Background: an optimization exercise with open tools, aiming at small area, a short achievable clock period and few clock cycles. Do not read the settings as production practice.
Function was checked by simulation only, so behaviour that the tests miss may differ from the original.

==> flow/design.v (outline; a module is shown in full before it is edited, if it fits) <==
// module csa_fa: 10 lines
// module csa_ha: 9 lines
// module add_sk: 32 lines
// module sub16: 41 lines
// module complex_adder_subtractor: 18 lines
// module pp_nor: 7 lines
// module pp_nand: 7 lines
// module pp_sel: 9 lines
// module pp_xnor: 7 lines
// module complex_multiplier: 1751 lines
// module complex_mean_square: 92 lines
module complex_mean_square (
    input wire i_clk,
    input wire i_arst,
    input wire i_en,
    input wire [2:0] i_log2_samples,
    input wire        i_valid,
    input wire [31:0] i_y,
    input wire [31:0] i_y_hat,
    output reg        o_valid,
    output reg [63:0] o_data
);
  // ...
==> flow/flow/run.sh <==
#!/bin/bash
# The standard layout, with timing repair aimed at a shorter period than the
# clock's: the constraints are unchanged, repair_timing gets a setup margin
# and may resize cells to other footprints; the ports get plain buffers.
set -euo pipefail
bash standard.sh SETUP_SLACK_MARGIN=9.3 MATCH_CELL_FOOTPRINT=0 \
  "BUFFER_PORTS_ARGS=-buffer_cell sky130_fd_sc_hd__buf_2" finish > standard_flow.log 2>&1
==> flow/standard.sh <==
#!/bin/bash
# synth_recipe.tcl (not shown) runs the flow's synth.tcl, then flattens the netlist and writes it again
# the make line also repeats each setting of config.mk as NAME=value (left out here)
make -C /OpenROAD-flow-scripts/flow DESIGN_CONFIG=/design/flow/config.mk WORK_HOME=/design/flow/orfs CLKGATE_MAP_FILE= SYNTH_SCRIPT=/design/flow/synth_recipe.tcl "${@:-finish}"
==> flow/config.mk <==
export PLATFORM = sky130hd
export DESIGN_NAME = complex_mean_square
export DESIGN_NICKNAME = complex_mean_square
export VERILOG_FILES = /design/flow/design.v
export SDC_FILE = /design/flow/constraint.sdc
export NUM_CORES = 4
export LEC_CHECK = 0
export CAP_MARGIN = 20
export CORE_MARGIN = 2
export CORE_UTILIZATION = 60
export SLEW_MARGIN = 20
export SYNTH_HIERARCHICAL = 1
export SYNTH_MINIMUM_KEEP_SIZE = 0
==> flow/constraint.sdc <==
create_clock -name core_clock -period 13.5 [get_ports {i_clk}]
set_input_delay 2.7000 -clock core_clock [delete_from_list [all_inputs] [get_ports {i_clk}]]
set_output_delay 2.7000 -clock core_clock [all_outputs]
set_load 0.01 [all_outputs]
==> metrics.csv, run 1 <==
metric,value,unit
status,timing/DRC/antenna clean,
Root Buffer,clkbuf_16,
simple-gate share of the synthesized area,0.101,
crit path time final,4060,ps
Placed Area,25800,um^2
GR Util met3,0.0297,
CTS tree,built,
DRC viols,0,
Multi-input gate area,18400,um^2
M1 GR Usage,0.375,
Die X,208,um
sequential portion of the cell area,0.182,
"Slowest-stage cell, CP",dfxtp_2,
met1 wire length,24200,um
#MultiIn Comb,1800,
cts bufs inserted,28,
DP Cell Count,2974,
largest cells by area after synthesis,"fa_1, dfxtp_1, xnor2_1, ha_1, mux4_2",
Hold Startpoint,last1_r$_DFF_PP0_,
Hold Path Depth,0,
total global-route track usage,0.277,
Max Freq,247,MHz
Final Max Tran Viols,0,
"most common cell after layout, fill and taps aside",fa_1,
CP startpoint,nd1_r[7]$_SDFF_PN1_,
Nets,3056,
FF-to-FF setup slack,9440,ps
max cap viols,0,
Synth Area in Adders,0.371,
required time of the critical path,13950,ps
Layout Skew,15.0,ps
initial antenna violation count,0,
Worst Setup Start Kind,flip-flop,
worst r2r path cells,7,
WL met3,3470,um
Ys Warns,8,
dominant cell type by area after synthesis,fa_1,
Syn Inst Count,2405,
Via density,5.87,
maximum fanout along the worst path,32,
Testbench counts, summed over its fixed seeds: cycles 15,043.
==> run 2: changes to the inputs <==
==> flow/flow/run.sh (replaced) <==
#!/bin/bash
# The standard layout, with timing repair aimed at a shorter period than the
# clock's: the constraints are unchanged, repair_timing gets a setup margin
# and may resize cells to other footprints; the ports get plain buffers.
set -euo pipefail
bash standard.sh SETUP_SLACK_MARGIN=9.7 MATCH_CELL_FOOTPRINT=0 \
  "BUFFER_PORTS_ARGS=-buffer_cell sky130_fd_sc_hd__buf_2" finish > standard_flow.log 2>&1
==> run 2 against run 1 <==
Net effect: sequential cell count unchanged; worst setup slack better by 69 ps; clock skew is 19 ps higher; first-iteration DRC count increased by 15%; via count rose by 3.0%; utilization is 4.4 points higher; final cell count rose by 2.4%; die area unchanged; synthesized cell count is the same; largest cell class unchanged.
==> metrics.csv, run 2 <==
metric,value,unit,change
vias in the first global route,19703,,was 18955
status,timing/DRC/antenna clean,,unchanged
Die X,208,um,unchanged
share of the synthesized area in the top cell type,0.304,,unchanged
DRC viols,0,,unchanged
Post-DP HPWL,42300,um,was 42500 um
CTS tree,built,,unchanged
Synth Area in Compound Gates,0.123,,unchanged
Hold Startpoint,last1_r$_DFF_PP0_,,unchanged
Main synth FF type,dfxtp_1,,unchanged
Hold Path Depth,0,,unchanged
Multi-input gate area,19100,um^2,was 18400 um^2
Post-synth ARST share,0.0250,,unchanged
storage element area,5010,um^2,was 4880 um^2
Syn Area/Cell,10.4,um^2,unchanged
Yosys cell types,67,,unchanged
critical path endpoint category,flip-flop,,unchanged
Final ANT Viol Nets,0,,unchanged
required time of the critical path,13970,ps,was 13950 ps
Initial Utilization,0.611,,unchanged
crit path time final,3990,ps,was 4060 ps
simple-gate share of the synthesized area,0.101,,unchanged
FF-to-FF setup slack,9760,ps,was 9440 ps
vias post-DR,18297,,was 17757
Worst-Margin Slew,1130,ps,was 1140 ps
Worst Path Buf+Inv,2,,was 0
Non-Filler Instances,3099,,was 3025
Largest Register,o_data,,unchanged
Final TNS setup,0,ps,unchanged
most frequent cells in the layout,"fa_1, nand2_1, inv_1, xnor2_1, nor2_1",,"was fa_1, nand2_1, inv_1, dfxtp_1, xnor2_1"
WP data arrival,4450,ps,was 4500 ps
clk buf depth,3,,unchanged
n_diodes,0,,unchanged
Root Buffer,clkbuf_16,,unchanged
# IOs,136,,unchanged
total global-route track usage,0.287,,was 0.277
largest family of logic cells by synthesized area,adder cells,,unchanged
pre-CTS setup slack,8860,ps,was 8920 ps
fin crit share,0.295,,was 0.300
"Critical Path, Cell by Cell","buf_2, inv_1, ha_4, nand4_1, nor3_2, a211oi_2, a221oi_2, o311ai_2, and3_1",,"was nor2_1, fa_1, fa_1, fa_1, fa_1, fa_1, fa_1"
Nets,3130,,was 3056
Routed WL,62800,um,was 58500 um
htree depth,1,,unchanged
Sink Count,240,,unchanged
slew margin rel.,0.236,,was 0.242
Setup-failing EPs final,0,,unchanged
Via density,5.90,,was 5.87
Syn Inst Count,2405,,unchanged
Final Max Tran Viols,0,,unchanged
full die area,43300,um^2,unchanged
Placed Area,25800,um^2,about the same
Worst Setup Start Kind,input pin,,was flip-flop
cts bufs inserted,28,,unchanged
layout cell share with drive strength beyond 1,0.230,,was 0.147
total congestion overflow,0,,unchanged
"CTS clk-pin slew, worst paths",60,ps,about the same
Ys Warns,8,,unchanged
worst r2r src,re_s2_r[1]$_DFF_P_,,was nd1_r[7]$_SDFF_PN1_
Hold Path Class,reg2reg,,unchanged
synthesis-to-finish area growth,14.5,%,was 7.35%
"most common cell after layout, fill and taps aside",fa_1,,unchanged
unrepaired setup endpoints after global routing,yes,,unchanged
"FF+latch count, synth",240,,unchanged
fillers,3113,,was 3416
number of flops mapped to enable cells by yosys,3,,unchanged
critical path class,in2reg,,was reg2reg
PnR worst setup slack,9510,ps,was 9440 ps
"Slowest-stage cell, CP",nor3_2,,was dfxtp_2
First-pass DRT Iterations,5,,unchanged
largest cells by area after synthesis,"fa_1, dfxtp_1, xnor2_1, ha_1, mux4_2",,unchanged
top post-synthesis cells by count,"fa_1, nand2_1, dfxtp_1",,unchanged
worst r2r path cells,13,,was 7
synthesized area,25000,um^2,unchanged
fin area,28600,um^2,was 26800 um^2
CP top delay family,simple AND/OR/NAND/NOR gates,,was adder cells
post-synthesis sequential area ratio,0.195,,unchanged
Max Freq,251,MHz,was 247 MHz
"count leader, synth",fa_1,,unchanged
multiplexer share of the synthesized area,0.0552,,unchanged
later-pin clock latency in the skew report,570,ps,about the same
DP Cell Count,2959,,was 2974
Die Ht,208,um,unchanged
final hold vios,0,,unchanged
dominant cell type by area after synthesis,fa_1,,unchanged
row count,74,,unchanged
GP Congestion,0.865,,was 0.867
Core ar.,40900,um^2,unchanged
initial antenna violation count,1,,was 0
Hold Crit Endpoint,last2_r$_DFF_PP0_,,unchanged
Worst path max stage delay,340,ps,was 900 ps
wire per inst,20.3,um,was 19.3 um
max reg flops,64,,unchanged
Layout Skew,33.8,ps,was 15.0 ps
maximum fanout along the worst path,6,,was 32
Synth Area in Adders,0.371,,unchanged
R2R Path End,o_data[28]$_SDFF_PN0_,,was re_c2_r[19]$_DFF_P_
max cap viols,0,,unchanged
largest net degree at the start of global routing,66,,was 67
Synth Area in XOR/XNOR,0.0768,,unchanged
DRT iter0 DRCs,1444,,was 1253
first-pass GRT wire length,100000,um,was 97200 um
Port-buffer cells,135,,unchanged
==> run 2: Yosys stat by module, one instance, submodules excluded, excerpt <==
module / cell area, um^2 / copies in the design / cells inside / flops+latches
sub16: 873 / 2 / 126 / 0
pp_xnor: 8.76 / 136 / 1 / 0
pp_nand: 3.75 / 120 / 1 / 0
pp_sel: 8.76 / 136 / 1 / 0
complex_mean_square: 7890 / 1 / 624 / 240
csa_fa: 20.0 / 365 / 1 / 0
csa_ha: 12.5 / 25 / 1 / 0
pp_nor: 3.75 / 120 / 1 / 0
complex_multiplier: 1890 / 1 / 317 / 0
==> run 2: per-stage QoR <==
| step | util | hold WS, ps |
|---|---|---|
| CTS | 0.673 | 348 |
| global placement | 0.630 | 336 |
| floorplan | - | 331 |
| finish | 0.699 | 348 |
| global route | 0.699 | 366 |
| detailed placement | 0.630 | 335 |
==> run 2: final cells by class <==
| class | count | area share |
|---|---|---|
| well taps | 532 | 0.0233 |
| multi-input cells | 1800 | 0.667 |
| clock inverters | 14 | 0.00652 |
| clock buffers | 37 | 0.0275 |
| inverters | 222 | 0.0301 |
| repair buffers | 254 | 0.0704 |
| flip-flops and latches | 240 | 0.175 |
==> run 2: kinds of logic (layout without fill, tap and decap cells) <==
logic type,Yosys count,count (layout)
flops,240,240
simple gates,589,589
mux,65,65
buf+inv,387,527
xor+xnor,219,219
fa+ha+maj,513,513
compound gates,389,389
other cells,3,25
==> run 2: timing repair <==
action                                  CTS  global route
buffers inserted                         37            50
pin swaps                                45            71
hold buffers                              0             0
gates cloned                              0             2
endpoints found under the setup margin  147            99
resized for setup                       127           125
==> run 2: how the worst max path moves through the flow <==
stage	from	endpoint	slack (ps)	depth (start not counted)
final	i_y_hat[26]	nd1_r[31]$_SDFF_PN0_	9510	9
after global routing	i_y_hat[26]	nd1_r[31]$_SDFF_PN0_	9430	9
after CTS	i_y_hat[20]	nd1_r[31]$_SDFF_PN0_	9570	9
after detailed placement	i_y[26]	nd1_r[31]$_SDFF_PN0_	8860	8
after global placement	i_y_hat[20]	nd1_r[31]$_SDFF_PN0_	8980	9
after floorplan	i_y_hat[20]	nd1_r[31]$_SDFF_PN0_	9220	8
==> run 2: worst reg2reg max path: cells and delay by family (launching register included) <==
kind                     cells  cell delay [ps]
XOR/XNOR                     1              150
adder cells (fa/ha/maj)      2              860
AO/OA/AOI/OAI                8             1680
AND/OR/NAND/NOR              1              100
flip-flops                   1              330
multiplexers                 1              510
==> run 2: per-layer routing <==
layer  vias to the layer above  GRT usage  routed length [um]
li1                       8195          -                   -
met1                      9316      0.365               24700
met2                       674      0.502               32100
met3                       112     0.0355                3940
met4                         0      0.110                1970
met5                         -          0                   0
==> run 3: changes to the inputs <==
==> flow/flow/run.sh (replaced) <==
#!/bin/bash
# The standard layout, with timing repair aimed at a shorter period than the
# clock's: the constraints are unchanged, repair_timing gets a setup margin
# and may resize cells to other footprints; the ports get plain buffers.
set -euo pipefail
bash standard.sh SETUP_SLACK_MARGIN=9.5 MATCH_CELL_FOOTPRINT=0 REMOVE_ABC_BUFFERS=1 \
  "BUFFER_PORTS_ARGS=-buffer_cell sky130_fd_sc_hd__buf_2" finish > standard_flow.log 2>&1
==> run 3 against run 2 <==
Net effect: synthesized cell count unchanged; still clean on timing, DRC and antenna; global-route usage decreased by 0.17 points; maximum frequency increased by 0.76%; sequential cell count unchanged; critical path type unchanged; first-iteration DRC count decreased by 23%.
==> metrics.csv, run 3 <==
metric,value,unit,change
worst r2r src,nd1_r[12]$_SDFF_PN1_,,was re_s2_r[1]$_DFF_P_
"most common cell after layout, fill and taps aside",fa_1,,unchanged
Final TNS setup,0,ps,unchanged
Layout Skew,18.3,ps,was 33.8 ps
max reg flops,64,,unchanged
vias post-DR,17941,,was 18297
layout cell share with drive strength beyond 1,0.161,,was 0.230
largest cells by area after synthesis,"fa_1, dfxtp_1, xnor2_1, ha_1, mux4_2",,unchanged
"CTS clk-pin slew, worst paths",70,ps,was 60 ps
cts bufs inserted,30,,was 28
top post-synthesis cells by count,"fa_1, nand2_1, dfxtp_1",,unchanged
PnR worst setup slack,9540,ps,was 9510 ps
Initial Utilization,0.611,,unchanged
CP startpoint,i_y_hat[16],,was i_y_hat[26]
wire per inst,19.7,um,was 20.3 um
row count,74,,unchanged
n_diodes,0,,unchanged
Max Freq,253,MHz,was 251 MHz
Main synth FF type,dfxtp_1,,unchanged
full die area,43300,um^2,unchanged
vias in the first global route,19376,,was 19703
max cap viols,0,,unchanged
Yosys cell types,67,,unchanged
Final Max Tran Viols,0,,unchanged
largest net degree at the start of global routing,67,,was 66
FF-to-FF setup slack,9580,ps,was 9760 ps
First-pass DRT Iterations,5,,unchanged
synthesized area,25000,um^2,unchanged
Sink Count,240,,unchanged
Final ANT Viol Nets,0,,unchanged
status,timing/DRC/antenna clean,,unchanged
Hold Path Depth,0,,unchanged
required time of the critical path,13960,ps,was 13970 ps
Ys Warns,8,,unchanged
Post-synth ARST share,0.0250,,unchanged
"FF+latch count, synth",240,,unchanged
slew margin rel.,0.253,,was 0.236
Port-buffer cells,135,,unchanged
"Hold-fix buffers, CTS",0,,unchanged
Syn Inst Count,2405,,unchanged
Routed WL,59900,um,was 62800 um
final hold vios,0,,unchanged
Core ar.,40900,um^2,unchanged
initial antenna violation count,0,,was 1
post-synthesis sequential area ratio,0.195,,unchanged
synthesis-to-finish area growth,8.78,%,was 14.5%
DRC viols,0,,unchanged
Worst Setup Start Kind,input pin,,unchanged
Post-DP HPWL,41400,um,was 42300 um
maximum fanout along the worst path,3,,was 6
critical path class,in2reg,,unchanged
Setup-failing EPs final,0,,unchanged
Via density,5.90,,about the same
total global-route track usage,0.286,,was 0.287
total congestion overflow,0,,unchanged
number of flops mapped to enable cells by yosys,3,,unchanged
dominant cell type by area after synthesis,fa_1,,unchanged
fin crit share,0.293,,was 0.295
worst r2r path cells,10,,was 13
unrepaired setup endpoints after global routing,yes,,unchanged
clk buf depth,3,,unchanged
Largest Register,o_data,,unchanged
GP Congestion,0.875,,was 0.865
# IOs,136,,unchanged
critical path endpoint category,flip-flop,,unchanged
"count leader, synth",fa_1,,unchanged
Hold Path Class,reg2reg,,unchanged
pre-CTS setup slack,8800,ps,was 8860 ps
most frequent cells in the layout,"fa_1, nand2_1, inv_1, dfxtp_1, xnor2_1",,"was fa_1, nand2_1, inv_1, xnor2_1, nor2_1"
Worst-Margin Slew,1120,ps,was 1130 ps
DRT iter0 DRCs,1116,,was 1444
Syn Area/Cell,10.4,um^2,unchanged
htree depth,1,,unchanged
Root Buffer,clkbuf_16,,unchanged
WP data arrival,4420,ps,was 4450 ps
crit path time final,3960,ps,was 3990 ps
CTS tree,built,,unchanged
R2R Path End,re_c2_r[18]$_DFF_P_,,was o_data[28]$_SDFF_PN0_
first-pass GRT wire length,99400,um,was 100000 um
Worst Setup EP,nd1_r[28]$_SDFF_PN0_,,was nd1_r[31]$_SDFF_PN0_
Die X,208,um,unchanged
share of the synthesized area in the top cell type,0.304,,unchanged
Die Ht,208,um,unchanged
Nets,3068,,was 3130
later-pin clock latency in the skew report,580,ps,was 570 ps
==> run 3: cell count changes in the layout (fill, tap and decap cells not counted), sizes merged <==
cell,previous run,this run
buf,247,189
clkbuf,44,42
bufinv,4,3
clkinv,9,8
clkinvlp,1,3
==> run 3: how the worst min path moves through the flow <==
stage                     slack [ps]              start                 to
after floorplan                  330  last1_r$_DFF_PP0_  last2_r$_DFF_PP0_
after global placement           330  last1_r$_DFF_PP0_  last2_r$_DFF_PP0_
after detailed placement         340  last1_r$_DFF_PP0_  last2_r$_DFF_PP0_
after CTS                        370  last1_r$_DFF_PP0_  last2_r$_DFF_PP0_
after global routing             390  last1_r$_DFF_PP0_  last2_r$_DFF_PP0_
final                            370  last1_r$_DFF_PP0_  last2_r$_DFF_PP0_
==> run 3: final cells by class <==
type                       count  area [um^2]
clock buffer                  41          843
clock inverter                14          160
fill                        3328        13700
inverter                     222          840
multi-input combinational   1800        18600
sequential                   240         4880
tap                          532          666
timing repair buffer         190         1150
==> run 3: stage by stage <==
| step | area [um^2] | util | hold WS [ps] | std cells |
|---|---|---|---|---|
| after floorplan | 23900 | - | 331 | 2262 |
| after global placement | 25700 | 0.627 | 333 | 2971 |
| after detailed placement | 25700 | 0.627 | 345 | 2971 |
| after CTS | 26800 | 0.654 | 375 | 3031 |
| after global routing | 27200 | 0.664 | 389 | 3039 |
| final | 27200 | 0.664 | 373 | 3039 |
==> run 3: critical path, stage by stage <==
cell,delay [ps]
buf_2,110
ha_4,160
fa_2,370
nor2b_2,150
o2111ai_2,190
a21boi_2,300
a211oi_2,120
xnor2_1,130
and3_1,170
==> run 3: cell families after synthesis <==
family | after synthesis | share of synthesized area
AOI/OAI and AO/OA | 389 | 0.123
xor gates and xnor gates | 219 | 0.0768
adders and majority gates | 513 | 0.371
buffers and inverters | 387 | 0.0786
DFF | 240 | 0.195
muxes | 65 | 0.0552
other | 3 | 0.000451
and+or+nand+nor | 589 | 0.101
==> run 3: modules after synthesis, one instance, submodules excluded, a selection <==
module | flip-flops and latches | copies in the design | cell area, um^2 | cells inside
complex_mean_square | 240 | 1 | 7890 | 624
complex_multiplier | 0 | 1 | 1890 | 317
csa_fa | 0 | 365 | 20.0 | 1
csa_ha | 0 | 25 | 12.5 | 1
pp_nand | 0 | 120 | 3.75 | 1
pp_nor | 0 | 120 | 3.75 | 1
pp_sel | 0 | 136 | 8.76 | 1
pp_xnor | 0 | 136 | 8.76 | 1
sub16 | 0 | 2 | 873 | 126
==> run 3: routing by layer <==
layer / GRT usage / vias up / share of wire
li1: - / 8052 / -
met2: 0.512 / 516 / 0.52
met4: 0.0851 / 0 / 0.033
met5: 0 / - / 0
met3: 0.0309 / 130 / 0.048
met1: 0.365 / 9243 / 0.40
==> run 3: timing repair <==
action,4_1_cts,5_1_grt
setup endpoints to repair,43,73
gates resized for setup,12,68
setup buffers,5,8
gates cloned,0,0
pin swaps,8,32
==> run 4: changes to the inputs <==
==> flow/flow/run.sh (replaced) <==
#!/bin/bash
# The standard layout, with timing repair aimed at a shorter period than the
# clock's: the constraints are unchanged, repair_timing gets a setup margin
# and may resize cells to other footprints; the ports get plain buffers.
set -euo pipefail
bash standard.sh SETUP_SLACK_MARGIN=9.5 MATCH_CELL_FOOTPRINT=0 \
  "BUFFER_PORTS_ARGS=-buffer_cell sky130_fd_sc_hd__buf_2" finish > standard_flow.log 2>&1
--- a/flow/config.mk
+++ b/flow/config.mk
@@ -8,6 +8,7 @@
 export CAP_MARGIN = 20
 export CORE_MARGIN = 2
 export CORE_UTILIZATION = 60
+export PLACE_DENSITY = 0.8
 export SLEW_MARGIN = 20
 export SYNTH_HIERARCHICAL = 1
 export SYNTH_MINIMUM_KEEP_SIZE = 0
==> run 4 against run 3 <==
Net effect: still clean; non-clock buffer count decreased by 9; global-route usage decreased by 0.50 points; register-to-register slack improved by 20 ps; cell area decreased by 0.45%; worst setup slack got worse by 14 ps; utilization down 0.30 points; critical path type unchanged.
==> metrics.csv, run 4 <==
metric,value,unit,change
Nets,3058,,was 3068
Via density,6.02,,was 5.90
top post-synthesis cells by count,"fa_1, nand2_1, dfxtp_1",,unchanged
Die X,208,um,unchanged
wire per inst,19.6,um,was 19.7 um
"Hold-fix buffers, CTS",0,,unchanged
met2 routed WL,30200,um,was 31200 um
post-synthesis sequential area ratio,0.195,,unchanged
row count,74,,unchanged
Layout Skew,16.8,ps,was 18.3 ps
max layer used,met4,,unchanged
Placed Area,25800,um^2,was 25700 um^2
Max Freq,252,MHz,was 253 MHz
Root Buffer,clkbuf_16,,unchanged
crit path time final,3970,ps,was 3960 ps
full die area,43300,um^2,unchanged
met1 wire length,22000,um,was 23900 um
largest net degree at the start of global routing,66,,was 67
clk buf depth,3,,unchanged
DP Cell Count,2968,,was 2971
largest family of logic cells by synthesized area,adder cells,,unchanged
WP data arrival,4420,ps,about the same
DRC viols,0,,unchanged
Final Max Tran Viols,0,,unchanged
Hold Path Class,reg2reg,,unchanged
Die Ht,208,um,unchanged
maximum fanout along the worst path,3,,unchanged
Largest Register,o_data,,unchanged
DRT iter0 DRCs,1214,,was 1116
n_diodes,0,,unchanged
Synth Area in XOR/XNOR,0.0768,,unchanged
dominant cell type by area after synthesis,fa_1,,unchanged
critical path class,in2reg,,unchanged
max cap viols,0,,unchanged
simple-gate share of the synthesized area,0.101,,unchanged
fin area,27100,um^2,was 27200 um^2
layout cell share with drive strength beyond 1,0.159,,was 0.161
required time of the critical path,13950,ps,was 13960 ps
# IOs,136,,unchanged
first-pass GRT wire length,99100,um,was 99400 um
max reg flops,64,,unchanged
Sink Count,240,,unchanged
number of flops mapped to enable cells by yosys,3,,unchanged
Core ar.,40900,um^2,unchanged
"FF+latch count, synth",240,,unchanged
Synth Area in Compound Gates,0.123,,unchanged
cts bufs inserted,29,,was 30
Worst Setup Start Kind,input pin,,unchanged
synthesis-to-finish area growth,8.30,%,was 8.78%
Synth Area in Adders,0.371,,unchanged
Syn Inst Count,2405,,unchanged
"count leader, synth",fa_1,,unchanged
Final TNS setup,0,ps,unchanged
Port-buffer cells,135,,unchanged
unrepaired setup endpoints after global routing,yes,,unchanged
"most common cell after layout, fill and taps aside",fa_1,,unchanged
initial antenna violation count,0,,unchanged
WL met3,4120,um,was 2880 um
Syn Area/Cell,10.4,um^2,unchanged
Post-synth ARST share,0.0250,,unchanged
total global-route track usage,0.280,,was 0.286
synthesized area,25000,um^2,unchanged
vias post-DR,18246,,was 17941
worst r2r path cells,10,,unchanged
Ys Warns,8,,unchanged
critical path endpoint category,flip-flop,,unchanged
Setup-failing EPs final,0,,unchanged
Main synth FF type,dfxtp_1,,unchanged
"CTS clk-pin slew, worst paths",60,ps,was 70 ps
slew margin rel.,0.296,,was 0.253
total congestion overflow,0,,unchanged
Yosys cell types,67,,unchanged
hold_ws,359,ps,was 373 ps
Hold Path Depth,0,,unchanged
share of the synthesized area in the top cell type,0.304,,unchanged
Routed WL,59400,um,was 59900 um
First-pass DRT Iterations,6,,was 5
fillers,3166,,was 3328
later-pin clock latency in the skew report,570,ps,was 580 ps
Initial Utilization,0.611,,unchanged
CTS tree,built,,unchanged
Post-DP HPWL,42500,um,was 41400 um
Worst-Margin Slew,1050,ps,was 1120 ps
final hold vios,0,,unchanged
Final ANT Viol Nets,0,,unchanged
fin crit share,0.294,,was 0.293
FF-to-FF setup slack,9600,ps,was 9580 ps
vias in the first global route,20197,,was 19376
status,timing/DRC/antenna clean,,unchanged
largest cells by area after synthesis,"fa_1, dfxtp_1, xnor2_1, ha_1, mux4_2",,unchanged
htree depth,1,,unchanged
GP Congestion,0.877,,was 0.875
Non-Filler Instances,3029,,was 3039
multiplexer share of the synthesized area,0.0552,,unchanged
most frequent cells in the layout,"fa_1, nand2_1, dfxtp_1, inv_1, xnor2_1",,"was fa_1, nand2_1, inv_1, dfxtp_1, xnor2_1"
run 4: cell counts after synthesis:
Identical to the previous run, type by type.
run 4: worst paths after layout:
path / start / to
min in group asynchronous: i_arst / last2_r$_DFF_PP0_
min: last1_r$_DFF_PP0_ / last2_r$_DFF_PP0_
min reg2reg: last1_r$_DFF_PP0_ / last2_r$_DFF_PP0_
max in group asynchronous: i_arst / take_en_r$_DFFE_PP0P_
max reg2reg: nd1_r[13]$_SDFF_PN1_ / re_c2_r[18]$_DFF_P_
max: i_y_hat[20] / nd1_r[31]$_SDFF_PN0_
run 4: area by class of cell:
| class | count | area (um^2) | share of cell area |
|---|---|---|---|
| Clock buffer | 40 | 807 | 0.0298 |
| Sequential cell | 240 | 4880 | 0.180 |
| Inverter | 222 | 862 | 0.0319 |
| Clock inverter | 14 | 116 | 0.00430 |
| Multi-Input combinational cell | 1800 | 18600 | 0.689 |
| Timing Repair Buffer | 181 | 1080 | 0.0401 |
| Tap cell | 532 | 666 | 0.0246 |
run 4: cells by family (layout without fill, tap and decap cells):
logic type | count (synthesis) | count (layout)
simple gates | 589 | 589
compound gates | 389 | 389
other cells | 3 | 25
xor+xnor | 219 | 219
mux | 65 | 65
fa+ha+maj | 513 | 513
flops | 240 | 240
buf+inv | 387 | 457
run 4: per-layer routing:
metal / vias to the layer above / track usage
li1: 8039 / -
met4: 0 / 0.135
met5: - / 0
met2: 872 / 0.492
met1: 9109 / 0.340
met3: 226 / 0.0403
run 4: per-stage QoR:
step	setup slack, ps	utilization
2_1_floorplan	9220	-
3_3_place_gp	8940	0.631
3_5_place_dp	8910	0.631
4_1_cts	9490	0.655
5_1_grt	9470	0.661
6_report	9530	0.661
run 4: per-module statistics from Yosys (local to each module, per instance), a selection:
module / flops+latches / copies in the design
csa_fa: 0 / 365
complex_multiplier: 0 / 1
pp_sel: 0 / 136
csa_ha: 0 / 25
pp_nand: 0 / 120
sub16: 0 / 2
pp_nor: 0 / 120
complex_mean_square: 240 / 1
pp_xnor: 0 / 136
run 4: what timing repair did:
action	4_1_cts	5_1_grt
endpoints found under the setup margin	26	74
pin swaps	1	23
endpoints found under the hold margin	0	0
gates resized for setup	11	48
buffers inserted	0	7
run 4: critical path, cell delays in order:
cell and delay [ps]:
buf_6 100, inv_8 40, ha_4 190, a21o_1 190
a21o_1 210, a221o_1 440, a221oi_2 260, o311ai_1 120
and3_1 170
==> run 5: changes to the inputs <==
--- a/flow/config.mk
+++ b/flow/config.mk
@@ -8,7 +8,6 @@
 export CAP_MARGIN = 20
 export CORE_MARGIN = 2
 export CORE_UTILIZATION = 60
-export PLACE_DENSITY = 0.8
 export SLEW_MARGIN = 20
 export SYNTH_HIERARCHICAL = 1
 export SYNTH_MINIMUM_KEEP_SIZE = 0
==> run 5 against run 4 <==
Net effect: non-clock buffer count rose by 4; maximum frequency rose by 0.22%; routed wire length fell by 2.1%; register-to-register slack barely moved; utilization rose by 0.19 points; via count fell by 2.6%; clock skew fell by 3.1 ps; synthesized area did not move; still clean on timing, DRC and antenna; synthesized cell count did not move; worst setup slack improved by 8.8 ps; clock-buffer cell count did not move.
==> metrics.csv, run 5 <==
metric,value,unit,change
synthesized area,25000,um^2,unchanged
largest cells by area after synthesis,"fa_1, dfxtp_1, xnor2_1, ha_1, mux4_2",,unchanged
DP Cell Count,2968,,unchanged
Worst Setup Start Kind,input pin,,unchanged
total global-route track usage,0.276,,was 0.280
Synth Area in Adders,0.371,,unchanged
fin crit share,0.293,,was 0.294
max reg flops,64,,unchanged
Non-Filler Instances,3030,,was 3029
post-synthesis sequential area ratio,0.195,,unchanged
Synth Area in XOR/XNOR,0.0768,,unchanged
Layout Skew,13.7,ps,was 16.8 ps
initial antenna violation count,0,,unchanged
dominant cell type by area after synthesis,fa_1,,unchanged
Port-buffer cells,135,,unchanged
pre-CTS setup slack,8920,ps,was 8910 ps
Routed WL,58100,um,was 59400 um
max cap viols,0,,unchanged
final hold vios,0,,unchanged
vias in the first global route,18945,,was 20197
number of flops mapped to enable cells by yosys,3,,unchanged
Setup-failing EPs final,0,,unchanged
Nets,3061,,was 3058
row count,74,,unchanged
"count leader, synth",fa_1,,unchanged
"Hold-fix buffers, CTS",0,,unchanged
CTS tree,built,,unchanged
Via density,5.87,,was 6.02
share of the synthesized area in the top cell type,0.304,,unchanged
first-pass GRT wire length,96600,um,was 99100 um
status,timing/DRC/antenna clean,,unchanged
n_diodes,0,,unchanged
largest net degree at the start of global routing,66,,unchanged
"FF+latch count, synth",240,,unchanged
clk buf depth,3,,unchanged
Synth Area in Compound Gates,0.123,,unchanged
Post-synth ARST share,0.0250,,unchanged
maximum fanout along the worst path,3,,unchanged
later-pin clock latency in the skew report,560,ps,was 570 ps
simple-gate share of the synthesized area,0.101,,unchanged
synthesis-to-finish area growth,8.61,%,was 8.30%
wire per inst,19.2,um,was 19.6 um
slew margin rel.,0.308,,was 0.296
"most common cell after layout, fill and taps aside",fa_1,,unchanged
htree depth,1,,unchanged
Die Ht,208,um,unchanged
Core ar.,40900,um^2,unchanged
critical path endpoint category,flip-flop,,unchanged
First-pass DRT Iterations,6,,unchanged
critical path class,in2reg,,unchanged
Max Freq,252,MHz,about the same
cts bufs inserted,28,,was 29
WP data arrival,4410,ps,was 4420 ps
"CTS clk-pin slew, worst paths",60,ps,about the same
Main synth FF type,dfxtp_1,,unchanged
Syn Inst Count,2405,,unchanged
Yosys cell types,67,,unchanged
Final ANT Viol Nets,0,,unchanged
required time of the critical path,13950,ps,about the same
Die X,208,um,unchanged
multiplexer share of the synthesized area,0.0552,,unchanged
Final TNS setup,0,ps,unchanged
layout cell share with drive strength beyond 1,0.166,,was 0.159
GP Congestion,0.854,,was 0.877
crit path time final,3960,ps,was 3970 ps
Hold Path Class,reg2reg,,unchanged
Largest Register,o_data,,unchanged
most frequent cells in the layout,"fa_1, nand2_1, inv_1, dfxtp_1, xnor2_1",,"was fa_1, nand2_1, dfxtp_1, inv_1, xnor2_1"
top post-synthesis cells by count,"fa_1, nand2_1, dfxtp_1",,unchanged
Placed Area,25800,um^2,about the same
PnR worst setup slack,9540,ps,was 9530 ps
Ys Warns,8,,unchanged
Sink Count,240,,unchanged
hold_ws,348,ps,was 359 ps
DRC viols,0,,unchanged
Initial Utilization,0.611,,unchanged
Final Max Tran Viols,0,,unchanged
total congestion overflow,0,,unchanged
Worst-Margin Slew,1030,ps,was 1050 ps
fin area,27100,um^2,about the same
unrepaired setup endpoints after global routing,yes,,unchanged
Syn Area/Cell,10.4,um^2,unchanged
largest family of logic cells by synthesized area,adder cells,,unchanged
# IOs,136,,unchanged
DRT iter0 DRCs,1304,,was 1214
full die area,43300,um^2,unchanged
vias post-DR,17772,,was 18246
Post-DP HPWL,42000,um,was 42500 um
Root Buffer,clkbuf_16,,unchanged
Final Util,0.663,,was 0.661
## run 5: cell counts after synthesis
No cell type changed its count.
## run 5: area by class of cell
class / count / area, um^2
tap: 532 / 666
sequential: 240 / 4890
multi-input combinational: 1800 / 18700
fill: 3311 / 13800
clock buffer: 40 / 837
timing repair buffer: 185 / 1120
inverter: 222 / 862
clock inverter: 11 / 90.1
## run 5: layer usage
layer / vias up / share of wire / track usage
met1: 9012 / 0.40 / 0.361
met4: 0 / 0.027 / 0.0905
met5: - / 0 / 0
met3: 110 / 0.060 / 0.0353
li1: 8044 / - / -
met2: 606 / 0.51 / 0.476
## run 5: worst paths after layout
path	from	to	slack, ps	cells after the start
min in group asynchronous	i_arst	busy_r$_DFFE_PP0P_	2040	2
min reg2reg	last1_r$_DFF_PP0_	last2_r$_DFF_PP0_	350	0
max reg2reg	nd1_r[5]$_SDFF_PN1_	re_c2_r[18]$_DFF_P_	9590	10
max in group asynchronous	i_arst	last2_r$_DFF_PP0_	11280	2
max	i_y[16]	nd1_r[28]$_SDFF_PN0_	9540	10
min	last1_r$_DFF_PP0_	last2_r$_DFF_PP0_	350	0
## run 5: cell families after synthesis
kind of cell,after synthesis
xor+xnor,219
flops,240
compound gates,389
buf+inv,387
simple gates,589
fa+ha+maj,513
other cells,3
mux,65
## run 5: Yosys stat by module, one instance, submodules excluded, a selection
module | area [um^2] | times used
complex_mean_square | 7890 | 1
csa_fa | 20.0 | 365
csa_ha | 12.5 | 25
pp_xnor | 8.76 | 136
pp_sel | 8.76 | 136
pp_nand | 3.75 | 120
complex_multiplier | 1890 | 1
pp_nor | 3.75 | 120
sub16 | 873 | 2
## run 5: worst max-delay path, stage by stage
cell and delay (ps):
buf_4 110, inv_8 30, ha_4 150, fa_2 340, nor2b_2 150, o2111ai_2 190, a21boi_2 300, a211oi_2 130
xnor2_1 130, and3_1 170
## run 5: repair_timing
item / in CTS / in global routing
resized for setup: 13 / 57
buffers inserted: 0 / 10
endpoints found under the setup margin: 28 / 77
endpoints found under the hold margin: 0 / 0
pin swaps: 2 / 28
gates cloned: 0 / 0
==> run 6: changes to the inputs <==
--- a/flow/config.mk
+++ b/flow/config.mk
@@ -5,9 +5,9 @@
 export SDC_FILE = /design/flow/constraint.sdc
 export NUM_CORES = 4
 export LEC_CHECK = 0
-export CAP_MARGIN = 20
+export CAP_MARGIN = 0
 export CORE_MARGIN = 2
 export CORE_UTILIZATION = 60
-export SLEW_MARGIN = 20
+export SLEW_MARGIN = 0
 export SYNTH_HIERARCHICAL = 1
 export SYNTH_MINIMUM_KEEP_SIZE = 0
==> run 6 against run 5 <==
Net effect: clock-buffer cell count did not move; register-to-register slack about the same; critical path depth is the same; largest cell class unchanged; routed wire length barely moved; highest routed layer unchanged; sequential share of layout area hardly changed; non-clock buffer count fell by 1; final cell count hardly changed; cell area barely moved; still clean.
==> metrics.csv, run 6 <==
metric,value,unit,change
Main synth FF type,dfxtp_1,,unchanged
Post-synth ARST share,0.0250,,unchanged
Hold Path Class,reg2reg,,unchanged
WP data arrival,4410,ps,about the same
WL met3,3660,um,was 3500 um
Root Buffer,clkbuf_16,,unchanged
Placed Area,25800,um^2,unchanged
largest cells by area after synthesis,"fa_1, dfxtp_1, xnor2_1, ha_1, mux4_2",,unchanged
Port-buffer cells,135,,unchanged
Nets,3060,,was 3061
max cap viols,0,,unchanged
Die X,208,um,unchanged
CTS tree,built,,unchanged
dominant cell type by area after synthesis,fa_1,,unchanged
Routed WL,58200,um,was 58100 um
"FF+latch count, synth",240,,unchanged
total congestion overflow,0,,unchanged
Via density,5.89,,was 5.87
DRT iter0 DRCs,1252,,was 1304
most frequent cells in the layout,"fa_1, nand2_1, inv_1, dfxtp_1, xnor2_1",,unchanged
wire per inst,19.2,um,about the same
max reg flops,64,,unchanged
Max Freq,253,MHz,was 252 MHz
htree depth,1,,unchanged
synthesis-to-finish area growth,8.60,%,was 8.61%
First-pass DRT Iterations,8,,was 6
required time of the critical path,13950,ps,about the same
slew margin rel.,0.305,,was 0.308
maximum fanout along the worst path,3,,unchanged
n_diodes,0,,unchanged
vias post-DR,17852,,was 17772
unrepaired setup endpoints after global routing,yes,,unchanged
worst r2r src,nd1_r[5]$_SDFF_PN1_,,unchanged
Final Util,0.663,,about the same
Sink Count,240,,unchanged
Worst-Margin Slew,1040,ps,was 1030 ps
initial antenna violation count,0,,unchanged
Post-DP HPWL,42000,um,unchanged
fillers,3311,,unchanged
Core ar.,40900,um^2,unchanged
"count leader, synth",fa_1,,unchanged
fin crit share,0.293,,about the same
full die area,43300,um^2,unchanged
status,timing/DRC/antenna clean,,unchanged
pre-CTS setup slack,8920,ps,unchanged
Yosys cell types,67,,unchanged
largest net degree at the start of global routing,66,,unchanged
Final TNS setup,0,ps,unchanged
post-synthesis sequential area ratio,0.195,,unchanged
Worst Setup Start Kind,input pin,,unchanged
GP Congestion,0.854,,unchanged
"most common cell after layout, fill and taps aside",fa_1,,unchanged
later-pin clock latency in the skew report,560,ps,about the same
# IOs,136,,unchanged
clk buf depth,3,,unchanged
Multi-input gate area,18700,um^2,about the same
Syn Inst Count,2405,,unchanged
Initial Utilization,0.611,,unchanged
cts bufs inserted,28,,unchanged
critical path class,in2reg,,unchanged
top post-synthesis cells by count,"fa_1, nand2_1, dfxtp_1",,unchanged
synthesized area,25000,um^2,unchanged
Ys Warns,8,,unchanged
layout cell share with drive strength beyond 1,0.165,,was 0.166
max layer used,met4,,unchanged
Largest Register,o_data,,unchanged
Final ANT Viol Nets,0,,unchanged
storage element area,4890,um^2,unchanged
row count,74,,unchanged
CP startpoint,i_y[16],,unchanged
Syn Area/Cell,10.4,um^2,unchanged
Final Max Tran Viols,0,,unchanged
met2 routed WL,29600,um,about the same
critical path endpoint category,flip-flop,,unchanged
Die Ht,208,um,unchanged
Hold Startpoint,last1_r$_DFF_PP0_,,unchanged
share of the synthesized area in the top cell type,0.304,,unchanged
first-pass GRT wire length,96600,um,unchanged
fin area,27100,um^2,about the same
crit path time final,3960,ps,about the same
vias in the first global route,18945,,unchanged
final hold vios,0,,unchanged
PnR worst setup slack,9540,ps,about the same
DRC viols,0,,unchanged
Setup-failing EPs final,0,,unchanged
met1 wire length,23300,um,was 23500 um
number of flops mapped to enable cells by yosys,3,,unchanged
"CTS clk-pin slew, worst paths",60,ps,about the same
total global-route track usage,0.276,,unchanged
Layout Skew,10.3,ps,was 13.7 ps
run 6: final timing paths:
| check | cells after the start | end | slack (ps) |
|---|---|---|---|
| hold reg to reg | 0 | last2_r$_DFF_PP0_ | 350 |
| max in group asynchronous | 2 | last2_r$_DFF_PP0_ | 11280 |
| setup / recovery | 10 | nd1_r[28]$_SDFF_PN0_ | 9540 |
| hold / removal | 0 | last2_r$_DFF_PP0_ | 350 |
| setup reg to reg | 10 | re_c2_r[18]$_DFF_P_ | 9580 |
| min in group asynchronous | 2 | busy_r$_DFFE_PP0P_ | 2040 |
run 6: per-module statistics from Yosys, one instance, submodules excluded, a selection:
| module | cells | flops+latches | area (um^2) |
|---|---|---|---|
| pp_nor | 1 | 0 | 3.75 |
| csa_ha | 1 | 0 | 12.5 |
| pp_sel | 1 | 0 | 8.76 |
| complex_mean_square | 624 | 240 | 7890 |
| sub16 | 126 | 0 | 873 |
| complex_multiplier | 317 | 0 | 1890 |
| csa_fa | 1 | 0 | 20.0 |
| pp_nand | 1 | 0 | 3.75 |
| pp_xnor | 1 | 0 | 8.76 |
run 6: per-layer routing:
metal / vias up / track usage
met5: - / 0
met2: 639 / 0.476
met4: 0 / 0.0905
met1: 9052 / 0.361
met3: 121 / 0.0353
li1: 8040 / -
run 6: cell families after synthesis:
family,Yosys count,synth area share
flops,240,0.195
fa+ha+maj,513,0.371
other cells,3,0.000451
compound gates,389,0.123
simple gates,589,0.101
buf+inv,387,0.0786
xor+xnor,219,0.0768
mux,65,0.0552
run 6: critical path, cell delays in order:
cell and delay [ps]:
buf_4 110, inv_8 30, ha_4 150, fa_2 340
nor2b_2 150, o2111ai_2 190, a21boi_2 300, a211oi_2 130
xnor2_1 130, and3_1 170
run 6: what timing repair did:
action	in CTS	in global routing
endpoints found under the hold margin	0	0
buffers inserted	0	10
endpoints found under the setup margin	28	77
hold buffers	0	0
pin swaps	2	28
gates resized for setup	13	58
run 6: through the flow:
stage / hold WS (ps) / std cells
2_1_floorplan: 331 / 2427
3_3_place_gp: 335 / 2968
3_5_place_dp: 335 / 2968
4_1_cts: 348 / 3019
5_1_grt: 354 / 3029
6_report: 348 / 3029
run 6: cell type report:
type,instances,area share
Multi-Input combinational cell,1800,0.688
Tap cell,532,0.0245
Sequential cell,240,0.180
Timing Repair Buffer,184,0.0409
Clock buffer,40,0.0308
Inverter,222,0.0318
Clock inverter,11,0.00332
==> run 7: changes to the inputs <==
==> flow/run.sh (new file) <==
#!/bin/bash
# synth_recipe.tcl (not shown) runs the flow's synth.tcl, then flattens the netlist and writes it again
# the make line also repeats each setting of config.mk as NAME=value (left out here)
make -C /OpenROAD-flow-scripts/flow DESIGN_CONFIG=/design/flow/config.mk WORK_HOME=/design/flow/orfs CLKGATE_MAP_FILE= SYNTH_SCRIPT=/design/flow/synth_recipe.tcl finish
--- a/flow/config.mk
+++ b/flow/config.mk
@@ -5,9 +5,9 @@
 export SDC_FILE = /design/flow/constraint.sdc
 export NUM_CORES = 4
 export LEC_CHECK = 0
-export CAP_MARGIN = 0
+export CAP_MARGIN = 20
 export CORE_MARGIN = 2
 export CORE_UTILIZATION = 60
-export SLEW_MARGIN = 0
+export SLEW_MARGIN = 20
 export SYNTH_HIERARCHICAL = 1
 export SYNTH_MINIMUM_KEEP_SIZE = 0
removed: flow/flow/run.sh
removed: flow/standard.sh
==> run 7 against run 6 <==
Net effect: largest cell class unchanged; highest routed layer unchanged; critical path type unchanged; still clean; synthesized cell count did not move; utilization up 0.60 points; sequential share of layout area fell by 0.21 points; first-iteration DRC count is 0.24% lower.
==> metrics.csv, run 7 <==
metric,value,unit,change
Root Buffer,clkbuf_16,,unchanged
worst r2r path cells,10,,unchanged
largest cells by area after synthesis,"fa_1, dfxtp_1, xnor2_1, ha_1, mux4_2",,unchanged
Crit path depth,10,,unchanged
Max Freq,219,MHz,was 253 MHz
R2R Path End,re_c2_r[18]$_DFF_P_,,unchanged
initial antenna violation count,0,,unchanged
"count leader, synth",fa_1,,unchanged
FF-to-FF setup slack,9190,ps,was 9580 ps
wire per inst,19.4,um,was 19.2 um
pre-CTS setup slack,8390,ps,was 8920 ps
critical path endpoint category,flip-flop,,unchanged
# resized after CTS,0,,was 13
Final TNS setup,0,ps,unchanged
max reg flops,64,,unchanged
top post-synthesis cells by count,"fa_1, nand2_1, dfxtp_1",,unchanged
Hold Path Class,reg2reg,,unchanged
Hold Startpoint,last1_r$_DFF_PP0_,,unchanged
share of the synthesized area in the top cell type,0.304,,unchanged
Initial Utilization,0.611,,unchanged
htree depth,1,,unchanged
first-pass GRT wire length,97300,um,was 96600 um
Hold Crit Endpoint,last2_r$_DFF_PP0_,,unchanged
Post-DP HPWL,42400,um,was 42000 um
"Slowest-stage cell, CP",clkdlybuf4s50_1,,was fa_2
cts bufs inserted,28,,unchanged
full die area,43300,um^2,unchanged
Post-synth ARST share,0.0250,,unchanged
First-pass DRT Iterations,7,,was 8
clk buf depth,3,,unchanged
DRC viols,0,,unchanged
# IOs,136,,unchanged
Worst path max stage delay,450,ps,was 340 ps
Port-buffer cells,135,,unchanged
Die X,208,um,unchanged
Final Util,0.669,,was 0.663
GP Congestion,0.863,,was 0.854
slew margin rel.,0.271,,was 0.305
"FF+latch count, synth",240,,unchanged
CTS tree,built,,unchanged
vias in the first global route,18898,,was 18945
number of flops mapped to enable cells by yosys,3,,unchanged
fillers,3269,,was 3311
Syn Inst Count,2405,,unchanged
unrepaired setup endpoints after global routing,no,,was yes
Via density,5.90,,was 5.89
Core ar.,40900,um^2,unchanged
crit path time final,4570,ps,was 3960 ps
fin crit share,0.339,,was 0.293
final hold vios,0,,unchanged
synthesis-to-finish area growth,9.58,%,was 8.60%
required time of the critical path,13950,ps,about the same
Setup-failing EPs final,0,,unchanged
Worst-Margin Slew,1080,ps,was 1040 ps
Largest Register,o_data,,unchanged
layout cell share with drive strength beyond 1,0.0838,,was 0.165
later-pin clock latency in the skew report,560,ps,about the same
Main synth FF type,dfxtp_1,,unchanged
total global-route track usage,0.278,,was 0.276
largest net degree at the start of global routing,66,,unchanged
worst r2r src,nd1_r[14]$_SDFF_PN1_,,was nd1_r[5]$_SDFF_PN1_
total congestion overflow,0,,unchanged
Die Ht,208,um,unchanged
critical path class,in2reg,,unchanged
synthesized area,25000,um^2,unchanged
"most common cell after layout, fill and taps aside",fa_1,,unchanged
Final Max Tran Viols,0,,unchanged
setup repair bufs after CTS,0,,unchanged
maximum fanout along the worst path,3,,unchanged
Nets,3057,,was 3060
n_diodes,0,,unchanged
status,timing/DRC/antenna clean,,unchanged
CP top delay family,compound AO/OA/AOI/OAI gates,,unchanged
most frequent cells in the layout,"fa_1, nand2_1, inv_1, dfxtp_1, xnor2_1",,unchanged
row count,74,,unchanged
max cap viols,0,,unchanged
Syn Area/Cell,10.4,um^2,unchanged
"Critical Path, Cell by Cell","clkdlybuf4s50_1, inv_1, ha_1, fa_1, nor2b_1, o2111ai_1, a21boi_1, a211oi_1, xnor2_1, and3_1",,"was buf_4, inv_8, ha_4, fa_2, nor2b_2, o2111ai_2, a21boi_2, a211oi_2, xnor2_1, and3_1"
post-synthesis sequential area ratio,0.195,,unchanged
Yosys cell types,67,,unchanged
Ys Warns,8,,unchanged
"CTS clk-pin slew, worst paths",60,ps,about the same
Final ANT Viol Nets,0,,unchanged
Layout Skew,14.0,ps,was 10.3 ps
DRT iter0 DRCs,1249,,was 1252
Worst Setup Start Kind,input pin,,unchanged
Routed WL,58700,um,was 58200 um
vias post-DR,17860,,was 17852
Worst Path Buf+Inv,2,,unchanged
"Hold-fix buffers, CTS",0,,unchanged
PnR worst setup slack,8930,ps,was 9540 ps
dominant cell type by area after synthesis,fa_1,,unchanged
WP data arrival,5020,ps,was 4410 ps
Sink Count,240,,unchanged
Hold Path Depth,0,,unchanged
## run 7: cell counts after synthesis
Identical to the previous run, type by type.
## run 7: kinds of logic after synthesis
kind of cell / after synthesis / synth area share
compound gates: 389 / 0.123
buf+inv: 387 / 0.0786
flops: 240 / 0.195
xor+xnor: 219 / 0.0768
other cells: 3 / 0.000451
mux: 65 / 0.0552
simple gates: 589 / 0.101
fa+ha+maj: 513 / 0.371
## run 7: worst max path at each step
stage                               startpoint                    to  slack (ps)
after CTS                              i_y[16]  nd1_r[30]$_SDFF_PN0_        8980
after floorplan           nd1_r[25]$_SDFF_PN0_   im_c2_r[18]$_DFF_P_        8990
after global placement                 i_y[16]  nd1_r[30]$_SDFF_PN0_        8470
final                                  i_y[16]  nd1_r[30]$_SDFF_PN0_        8930
after global routing                   i_y[16]  nd1_r[30]$_SDFF_PN0_        8850
after detailed placement               i_y[16]  nd1_r[30]$_SDFF_PN0_        8390
## run 7: worst reg2reg max path: cells and delay by family, from the launching register on
family                   cells  cell delay, ps
adder cells (fa/ha/maj)      6            2910
flip-flops                   1             660
buffers and inverters        3             510
AND/OR/NAND/NOR              1             130
## run 7: layer usage
metal  up-vias  part of all wire  track usage
li1       8036                 -            -
met1      9021              0.40        0.360
met2       654              0.49        0.476
met3       149             0.061       0.0367
met4         0             0.044        0.112
met5         -                 0            0
## run 7: area by class of cell
class | instances | area, um^2 | share of cell area
Clock inverter | 14 | 181 | 0.00663
Timing Repair Buffer | 181 | 1700 | 0.0620
Sequential cell | 240 | 4880 | 0.178
Inverter | 222 | 833 | 0.0304
Tap cell | 532 | 666 | 0.0243
Multi-Input combinational cell | 1800 | 18300 | 0.668
Clock buffer | 38 | 841 | 0.0307
## run 7: modules after synthesis (local to each module, per instance), a selection
| module | copies in the design | cells inside |
|---|---|---|
| complex_mean_square | 1 | 624 |
| complex_multiplier | 1 | 317 |
| csa_fa | 365 | 1 |
| csa_ha | 25 | 1 |
| pp_nand | 120 | 1 |
| pp_nor | 120 | 1 |
| pp_sel | 136 | 1 |
| pp_xnor | 136 | 1 |
| sub16 | 2 | 126 |
## run 7: per-stage QoR
step / instances / instance area (um^2) / hold slack, ps
5_1_grt: 3027 / 27400 / 365
6_report: 3027 / 27400 / 343
2_1_floorplan: 2427 / 25100 / 331
3_3_place_gp: 2975 / 26400 / 332
3_5_place_dp: 2975 / 26400 / 335
4_1_cts: 3027 / 27400 / 347

-- afterwards: timing with drivers on the ports --
No port has a modelled driver above. Below, the same layouts with a new extraction and two added sets of constraints. Step 1 assumes that a clkbuf_16 drives the clock port and a buf_2 every other input. Step 2 moves the port delays by t, midway between the first and last clock arrival at a register: inputs arrive t later, outputs are due t later. That takes back most of the time a late clock gives input paths. Three values: no drivers, after step 1, after step 2; two values: the first two.
run	t (ns)	setup WS [ns]	worst hold slack (ns)	worst setup path at the end	slew at the worst register clock pin (ns)
run 1	0.625	9.445 / 9.445 / 8.913	0.353 / 0.353 / 0.353	input to register	0.07 / 0.07
run 2	0.618	9.514 / 9.547 / 8.929	0.348 / 0.348 / 0.348	input to register	0.07 / 0.07
run 3	0.623	9.544 / 9.576 / 8.952	0.373 / 0.373 / 0.373	input to register	0.07 / 0.07
run 4	0.616	9.531 / 9.554 / 8.938	0.359 / 0.359 / 0.359	input to register	0.06 / 0.06
run 5	0.615	9.540 / 9.578 / 8.963	0.348 / 0.348 / 0.348	input to register	0.06 / 0.06
run 6	0.613	9.541 / 9.579 / 8.966	0.348 / 0.348 / 0.348	input to register	0.06 / 0.06
run 7	0.614	8.929 / 8.966 / 8.352	0.343 / 0.343 / 0.343	input to register	0.06 / 0.06
After both steps setup and hold are still met in every run listed. The setup slack of run 4, which loses most, moves by +0.023 ns with the drivers and by -0.593 ns with both steps.
